What follows belongs to an exercise in optimizing a design on an open flow for small area; a production flow would make more cautious choices. Function was checked by simulation only, so behaviour that the tests miss may differ from the original. No activity file was given, so power comes from the tool's default toggle rates.

==> inputs of run a <==
==> flow/design.v (excerpt) <==
module sync_fifo #(
	parameter	DEPTH=8,
	parameter	WIDTH=32,
	parameter	AF_LEVEL = 1,
	parameter	AE_LEVEL = 1,
	parameter	DEPTH_LOG=$clog2(DEPTH)
)(
	input					clk,
	input					rstn,
	input					push,
	input					pop,
	input 		[WIDTH-1:0]	din,
	output 		[WIDTH-1:0]	dout,
	output					full,
	output					empty,
	output					a_full,
	output					a_empty
);
==> module sync_fifo, before the edit <==
module sync_fifo #(
	parameter	DEPTH=8,
	parameter	WIDTH=32,
	parameter	AF_LEVEL = 1,
	parameter	AE_LEVEL = 1,
	parameter	DEPTH_LOG=$clog2(DEPTH)
)(
	input					clk,
	input					rstn,
	input					push,
	input					pop,
	input 		[WIDTH-1:0]	din,
	output 		[WIDTH-1:0]	dout,
	output					full,
	output					empty,
	output					a_full,
	output					a_empty
);
	reg [WIDTH-1:0]		mem[DEPTH-1:0];
	integer i;
	always @(posedge clk)
	if (push) begin
		mem[0] <= din;
		for (i=1; i<DEPTH; i=i+1)
			mem[i] <= mem[i-1];
	end
	reg [4:0]	jc;
	wire		up = push & ~pop;
	wire		dn = pop & ~push;
	always @(posedge clk, negedge rstn)
	if		(!rstn)
		jc <= 5'b00000;
	else if (up)
		jc <= {jc[3:0], ~jc[4]};
	else if (dn)
		jc <= {~jc[0], jc[4:1]};
	wire [8:0] st;
	assign st[0] = ~jc[0] & ~jc[4];
	assign st[1] =  jc[0] & ~jc[1];
	assign st[2] =  jc[1] & ~jc[2];
	assign st[3] =  jc[2] & ~jc[3];
	assign st[4] =  jc[3] & ~jc[4];
	assign st[5] =  jc[4] &  jc[0];
	assign st[6] = ~jc[0] &  jc[1];
	assign st[7] = ~jc[1] &  jc[2];
	assign st[8] = ~jc[2] &  jc[3];
	genvar b;
	generate for (b=0; b<WIDTH; b=b+1) begin : rdb
		wire g0, g1;
		fifo_aoi222 u0 (.a0(st[1]), .b0(mem[0][b]), .a1(st[2]), .b1(mem[1][b]), .a2(st[3]), .b2(mem[2][b]), .y(g0));
		fifo_aoi222 u1 (.a0(st[4]), .b0(mem[3][b]), .a1(st[5]), .b1(mem[4][b]), .a2(st[6]), .b2(mem[5][b]), .y(g1));
		fifo_rdout  u2 (.g0(g0), .g1(g1), .a0(st[7]), .b0(mem[6][b]), .a1(st[8]), .b1(mem[7][b]), .y(dout[b]));
	end endgenerate
	assign	full    = st[8];
	assign	a_full  = ~jc[1] & jc[3];	 
	assign	empty   = st[0];
	assign	a_empty = ~jc[1] & ~jc[4];	 
endmodule
==> module fifo_aoi222, before the edit <==
module fifo_aoi222 (input a0, b0, a1, b1, a2, b2, output y);
	assign y = ~((a0 & b0) | (a1 & b1) | (a2 & b2));
endmodule
==> module fifo_rdout, before the edit <==
module fifo_rdout (input g0, g1, a0, b0, a1, b1, output y);
	assign y = ~(g0 & g1) | (a0 & b0) | (a1 & b1);
endmodule
export LEC_CHECK = 0
export CAP_MARGIN = 20
export CORE_MARGIN = 2
export CORE_UTILIZATION = 40
export SLEW_MARGIN = 20
export SYNTH_HIERARCHICAL = 1
export SYNTH_MINIMUM_KEEP_SIZE = 0
create_clock -name core_clock -period 5.0 [get_ports {clk}]
standard.sh (not shown) runs the stock make flow with config.mk's settings and CLKGATE_MAP_FILE= SYNTH_SCRIPT=/design/flow/synth_recipe.tcl, a recipe that flattens the netlist after the stock synthesis.
==> flow/flow/run.sh <==
#!/bin/bash
# Standard ORFS layout with two changes: the port buffers use the smallest buffer
# cell, and the clock tree is built with the clustering and buffers given below,
# without dummy loads.
set -euo pipefail
export BUFFER_PORTS_ARGS="-buffer_cell sky130_fd_sc_hd__buf_1"
export CTS_ARGS="-sink_clustering_enable -repair_clock_nets -buf_list sky130_fd_sc_hd__clkbuf_16 -sink_clustering_size 30 -sink_clustering_max_diameter 70 -dont_use_dummy_load"
bash standard.sh > standard_make.log 2>&1
==> run b: changes against run a <==
==> flow/flow/run.sh (replaced) <==
#!/bin/bash
# Standard ORFS layout with two changes: the port buffers use the smallest buffer
# cell, and the clock tree is built with the clustering and buffers given below,
# without dummy loads.
set -euo pipefail
export BUFFER_PORTS_ARGS="-buffer_cell sky130_fd_sc_hd__buf_1"
export CTS_ARGS="-sink_clustering_enable -repair_clock_nets -buf_list sky130_fd_sc_hd__clkbuf_8 -sink_clustering_size 20 -sink_clustering_max_diameter 45 -dont_use_dummy_load"
bash standard.sh > standard_make.log 2>&1
--- a/flow/config.mk
+++ b/flow/config.mk
@@ -7,7 +7,7 @@
 export LEC_CHECK = 0
 export CAP_MARGIN = 20
 export CORE_MARGIN = 2
-export CORE_UTILIZATION = 40
+export CORE_UTILIZATION = 65
 export SLEW_MARGIN = 20
 export SYNTH_HIERARCHICAL = 1
 export SYNTH_MINIMUM_KEEP_SIZE = 0
==> run c: changes against run a <==
==> flow/design.v (replaced) <==
module sync_fifo #(		
	parameter	DEPTH=8,            
	parameter	WIDTH=32,           
	parameter	AF_LEVEL = 1,       
	parameter	AE_LEVEL = 1,       
  	parameter	DEPTH_LOG=$clog2(DEPTH)  
)(
	input					clk,         
	input					rstn,        
	input					push,        
	input					pop,         
	input 		[WIDTH-1:0]	din,        
	output 		[WIDTH-1:0]	dout,       
	output					full,        
	output					empty,       
	output					a_full,      
	output					a_empty      
);
	reg [WIDTH-1:0]		mem[DEPTH-1:0]; 
	reg [DEPTH_LOG-1:0]	wr_ptr;
	reg [DEPTH_LOG-1:0]	rd_ptr;
	reg [DEPTH_LOG  :0]	diff_ptr;
	always @(posedge clk, negedge rstn)
	if	(!rstn) begin
		for (int i=0; i<DEPTH; i++) 
			mem[i] = 0;
	end else if (push) begin
		mem[wr_ptr] <= din;
	end
	always @(posedge clk, negedge rstn)
	if		(!rstn) 
		wr_ptr <= 0;
	else if (push) 
		wr_ptr <= wr_ptr + 1;
	always @(posedge clk, negedge rstn)
	if		(!rstn) 
		rd_ptr <= 0;
	else if (pop) 
		rd_ptr <= rd_ptr + 1;
	assign dout = mem[rd_ptr];
	always @(posedge clk, negedge rstn)
	if		(!rstn) 
		diff_ptr <= 0;
	else 
		diff_ptr <= diff_ptr + push - pop;	
	assign	full  = diff_ptr >= DEPTH;
	assign	a_full = diff_ptr >= DEPTH - AF_LEVEL;
	assign	empty = diff_ptr == 0;
	assign	a_empty = diff_ptr <= AE_LEVEL;	
endmodule
==> flow/run.sh (new file) <==
#!/bin/bash
# synth_recipe.tcl (not shown) runs the flow's synth.tcl, then flattens the netlist and writes it again
# the make line also repeats each setting of config.mk as NAME=value (left out here)
make -C /OpenROAD-flow-scripts/flow DESIGN_CONFIG=/design/flow/config.mk WORK_HOME=/design/flow/orfs CLKGATE_MAP_FILE= SYNTH_SCRIPT=/design/flow/synth_recipe.tcl finish
--- a/flow/config.mk
+++ b/flow/config.mk
@@ -9,5 +9,3 @@
 export CORE_MARGIN = 2
 export CORE_UTILIZATION = 40
 export SLEW_MARGIN = 20
-export SYNTH_HIERARCHICAL = 1
-export SYNTH_MINIMUM_KEEP_SIZE = 0
removed: flow/flow/run.sh
removed: flow/standard.sh
==> comparison <==
- Clock power, highest first: run c, run a, run b.
- In run c the maximum frequency is lower than in run a, by 20%.
- Critical path depth, highest first: run c, run b, run a.
- First-iteration DRC count: run c < run a < run b.
- The highest non-clock buffer count belongs to run c, the lowest to run b.
- Worst setup slack, highest first: run a, run b, run c.
- Core utilization: run b > run c > run a.
- In synthesized area, run b and run a do not differ.
- Of run b and run c, run c has the higher cell count (gap 48%, measured against run c).
- In sequential power, run a and run b hardly differ.
==> figures <==
item                                                               run a       run c       run b
Tightest Pin Transition                                          1.07 ns     1.11 ns     1.04 ns
Result of the run                       no timing/DRC/antenna violations  no timing/DRC/antenna violations  no timing/DRC/antenna violations
Total met2 wirelength after detailed routing                     8140 um    13600 um     8090 um
Layout fillers                                                      1925        2611         876
Levels on crit path                                                    4           7           5
Placed wire-length estimate after detailed placement             9560 um    16300 um     9090 um
Cell internal power dissipation                                0.00342 W   0.00711 W   0.00335 W
Worst-Skew Late Latency                                          0.49 ns     0.54 ns     0.55 ns
Share of synthesized area occupied by flip-flops and latches       86.2%       54.7%       86.2%
CP bufs+invs                                                           1           2           2
Static Leakage                                                   3.24 nW     5.99 nW     3.24 nW
Number of clock buffers in the layout                                 14          43          24
Share of total power consumed by net switching                     29.1%       33.9%       29.2%
CP max-delay cell                                                nor2b_4       or2_2     and2b_1
Placeable Area                                                0.0224 mm2  0.0298 mm2  0.0138 mm2
Comb pwr share                                                     21.5%       45.2%       21.5%
First-pass GRT wire length                                      27500 um    46200 um    25900 um
Area share of xor/xnor cells in the synthesized design                0%      0.288%          0%
Power per standard cell area                                  475 mW/mm2  753 mW/mm2  474 mW/mm2
Non-clock buffering overhead in the final layout                   3.40%       6.33%       3.26%
Most common flop cell mapped by yosys                           edfxtp_1     dfrtp_1    edfxtp_1
Overall power                                                  0.00482 W    0.0108 W   0.00473 W

* * *

==> trial 7 <==
Starting RTL as in the previous note.
Settings: LEC_CHECK=0, CAP_MARGIN=20, CORE_MARGIN=2, CORE_UTILIZATION=65, SLEW_MARGIN=20, SYNTH_HIERARCHICAL=1, SYNTH_MINIMUM_KEEP_SIZE=0; clock period 5.0 ns.
==> flow/flow/run.sh <==
#!/bin/bash
# Standard ORFS layout with two changes: the port buffers use the smallest buffer
# cell, and the clock tree is built with the clustering and buffers given below,
# without dummy loads.
set -euo pipefail
export BUFFER_PORTS_ARGS="-buffer_cell sky130_fd_sc_hd__buf_1"
export CTS_ARGS="-sink_clustering_enable -repair_clock_nets -buf_list sky130_fd_sc_hd__clkbuf_16 -sink_clustering_size 30 -sink_clustering_max_diameter 90 -dont_use_dummy_load"
bash standard.sh > standard_make.log 2>&1
==> trial 54 (differences from trial 7) <==
==> flow/flow/run.sh (replaced) <==
#!/bin/bash
# Standard ORFS layout with two changes: the port buffers use the smallest buffer
# cell, and the clock tree uses larger sink clusters of clkbuf_4 without dummy loads.
set -euo pipefail
export BUFFER_PORTS_ARGS="-buffer_cell sky130_fd_sc_hd__buf_1"
export CTS_ARGS="-sink_clustering_enable -repair_clock_nets -buf_list sky130_fd_sc_hd__clkbuf_8 -sink_clustering_size 16 -sink_clustering_max_diameter 40 -dont_use_dummy_load"
bash standard.sh > standard_make.log 2>&1
Settings changed: CORE_UTILIZATION 65 to 40.
==> trial 60 (differences from trial 7) <==
--- a/flow/design.v
+++ b/flow/design.v
@@ -29,2 +29,10 @@
 	wire		dn = pop & ~push;
+	wire		hold = ~(up | dn);
+	wire [4:0]	jc_n;
+	wire [4:0]	jl = {jc[3:0], ~jc[4]};	 
+	wire [4:0]	jr = {~jc[0], jc[4:1]};	 
+	genvar k;
+	generate for (k=0; k<5; k=k+1) begin : jn
+		fifo_aoi222 u (.a0(up), .b0(jl[k]), .a1(dn), .b1(jr[k]), .a2(hold), .b2(jc[k]), .y(jc_n[k]));
+	end endgenerate
 	always @(posedge clk, negedge rstn)
@@ -32,6 +40,4 @@
 		jc <= 5'b00000;
-	else if (up)
-		jc <= {jc[3:0], ~jc[4]};
-	else if (dn)
-		jc <= {~jc[0], jc[4:1]};
+	else
+		jc <= ~jc_n;
 	wire [8:0] st;
==> flow/flow/run.sh (replaced) <==
#!/bin/bash
# Standard ORFS layout with two changes: the port buffers use the smallest buffer
# cell, and the clock tree is built with the clustering and buffers given below,
# without dummy loads.
set -euo pipefail
export BUFFER_PORTS_ARGS="-buffer_cell sky130_fd_sc_hd__buf_1"
export CTS_ARGS="-sink_clustering_enable -repair_clock_nets -buf_list sky130_fd_sc_hd__clkbuf_8 -sink_clustering_size 21 -sink_clustering_max_diameter 70 -root_buf sky130_fd_sc_hd__clkbuf_4 -tree_buf sky130_fd_sc_hd__clkbuf_4 -dont_use_dummy_load"
bash standard.sh > standard_make.log 2>&1
Settings changed: CAP_MARGIN 20 to 0, CORE_UTILIZATION 65 to 75, SLEW_MARGIN 20 to 0.
==> build 64 (differences from trial 7) <==
--- a/flow/design.v
+++ b/flow/design.v
@@ -29,2 +29,10 @@
 	wire		dn = pop & ~push;
+	wire		hold = ~(up | dn);
+	wire [4:0]	jc_n;
+	wire [4:0]	jl = {jc[3:0], ~jc[4]};	 
+	wire [4:0]	jr = {~jc[0], jc[4:1]};	 
+	genvar k;
+	generate for (k=0; k<5; k=k+1) begin : jn
+		fifo_aoi222 u (.a0(up), .b0(jl[k]), .a1(dn), .b1(jr[k]), .a2(hold), .b2(jc[k]), .y(jc_n[k]));
+	end endgenerate
 	always @(posedge clk, negedge rstn)
@@ -32,6 +40,4 @@
 		jc <= 5'b00000;
-	else if (up)
-		jc <= {jc[3:0], ~jc[4]};
-	else if (dn)
-		jc <= {~jc[0], jc[4:1]};
+	else
+		jc <= ~jc_n;
 	wire [8:0] st;
==> flow/flow/run.sh (replaced) <==
#!/bin/bash
# Standard ORFS layout with three changes: the port buffers use the smallest buffer
# cell; the clock tree is built from clkbuf_8 sink clusters of up to 20 flip-flops,
# without dummy loads; and after global routing, gates on paths with slack are
# downsized (ORFS's power recovery step, which also recovers area).
set -euo pipefail
export BUFFER_PORTS_ARGS="-buffer_cell sky130_fd_sc_hd__buf_1"
export CTS_ARGS="-sink_clustering_enable -repair_clock_nets -buf_list sky130_fd_sc_hd__clkbuf_8 -sink_clustering_size 20 -sink_clustering_max_diameter 70 -dont_use_dummy_load"
export RECOVER_POWER=100
bash standard.sh > standard_make.log 2>&1
Settings changed: CAP_MARGIN 20 to 0, SLEW_MARGIN 20 to 0.
==> comparison table <==
quantity	trial 54	trial 60	build 64	trial 7
FF-to-FF setup slack	4.07 ns	3.91 ns	3.87 ns	4.05 ns
Mapped Area	0.009064 mm^2	0.009030 mm^2	0.009030 mm^2	0.009064 mm^2
Clock-pin slew reported for the worst setup and hold paths after clock tree synthesis	0.06 ns	0.09 ns	0.11 ns	0.11 ns
Worst Slack Setup Final	1.396 ns	1.416 ns	0.9394 ns	1.314 ns
Taps Inserted	285	147	180	180
Power share of the sequential group	53.4%	61.8%	60.8%	56.5%
Non-clock inverter instance count of the final layout	1	9	9	1
Result of the run	no timing/DRC/antenna violations	no timing/DRC/antenna violations	complete, but fails checks	no timing/DRC/antenna violations
Reasons for failing layout checks	-	-	max-capacitance violations, max-slew violations	-
Portion of the post-synthesis area used by sequential elements	86.20%	86.52%	86.52%	86.20%
Met2 usage	21.62%	41.32%	35.47%	35.82%
Gp weighted congestion	0.7004	0.7305	0.7679	0.7366
Internal	0.003526 W	0.003116 W	0.003162 W	0.003357 W
Period utilisation layout	72.09%	71.68%	81.21%	73.71%
Beginning of the worst register-to-register path	jc[4]	jc[2]	jc[4]	jc[4]
Synthesized-area fraction occupied by and/or/nand/nor cells	2.996%	2.522%	2.522%	2.996%

-- separate check: timing with driven ports --
In the flow no input, the clock included, has a driving cell. The finished layouts below were timed again as built, in two steps. Step 1 (the two cells are an assumption about what drives the block):
set clk [get_ports {clk}]
set_driving_cell -lib_cell sky130_fd_sc_hd__clkbuf_16 $clk
set_driving_cell -lib_cell sky130_fd_sc_hd__buf_2 [delete_from_list [all_inputs] $clk]
Step 2, shift: input delay + t, output delay - t, t = (earliest + latest rising clock arrival at the registers) / 2. This alone moves slack from input paths to output paths. a / b / c = ideal / step 1 / step 2; a / b = the first two.
| run | t, ns | setup WS [ns] | worst hold slack (ns) | worst register clock-pin slew, ns | worst slew at a driven data input, ns |
|---|---|---|---|---|---|
| run a | 0.514 | 1.369 / 1.325 / 1.839 | 0.344 / 0.327 / 0.414 | 0.11 / 0.11 | 0.04 |
| run b | 0.552 | 1.235 / 1.197 / 1.749 | 0.297 / 0.284 / 0.430 | 0.11 / 0.11 | 0.04 |
| run c | 0.587 | 0.484 / 0.439 / 1.025 | 0.498 / 0.498 / 0.498 | 0.06 / 0.06 | 0.06 |
| trial 7 | 0.503 | 1.314 / 1.269 / 1.772 | 0.363 / 0.341 / 0.433 | 0.11 / 0.11 | 0.04 |
| trial 54 | 0.538 | 1.396 / 1.355 / 1.893 | 0.337 / 0.322 / 0.426 | 0.09 / 0.09 | 0.04 |
| trial 60 | 0.607 | 1.416 / 1.383 / 1.990 | 0.272 / 0.273 / 0.443 | 0.12 / 0.12 | 0.04 |
| build 64 | 0.502 | 0.939 / 0.901 / 0.523 | 0.323 / 0.311 / 0.381 | 0.12 / 0.12 | 0.05 |
For build 64, which loses most, drivers alone change the setup slack by -0.038 ns; drivers and shift together by -0.416 ns.
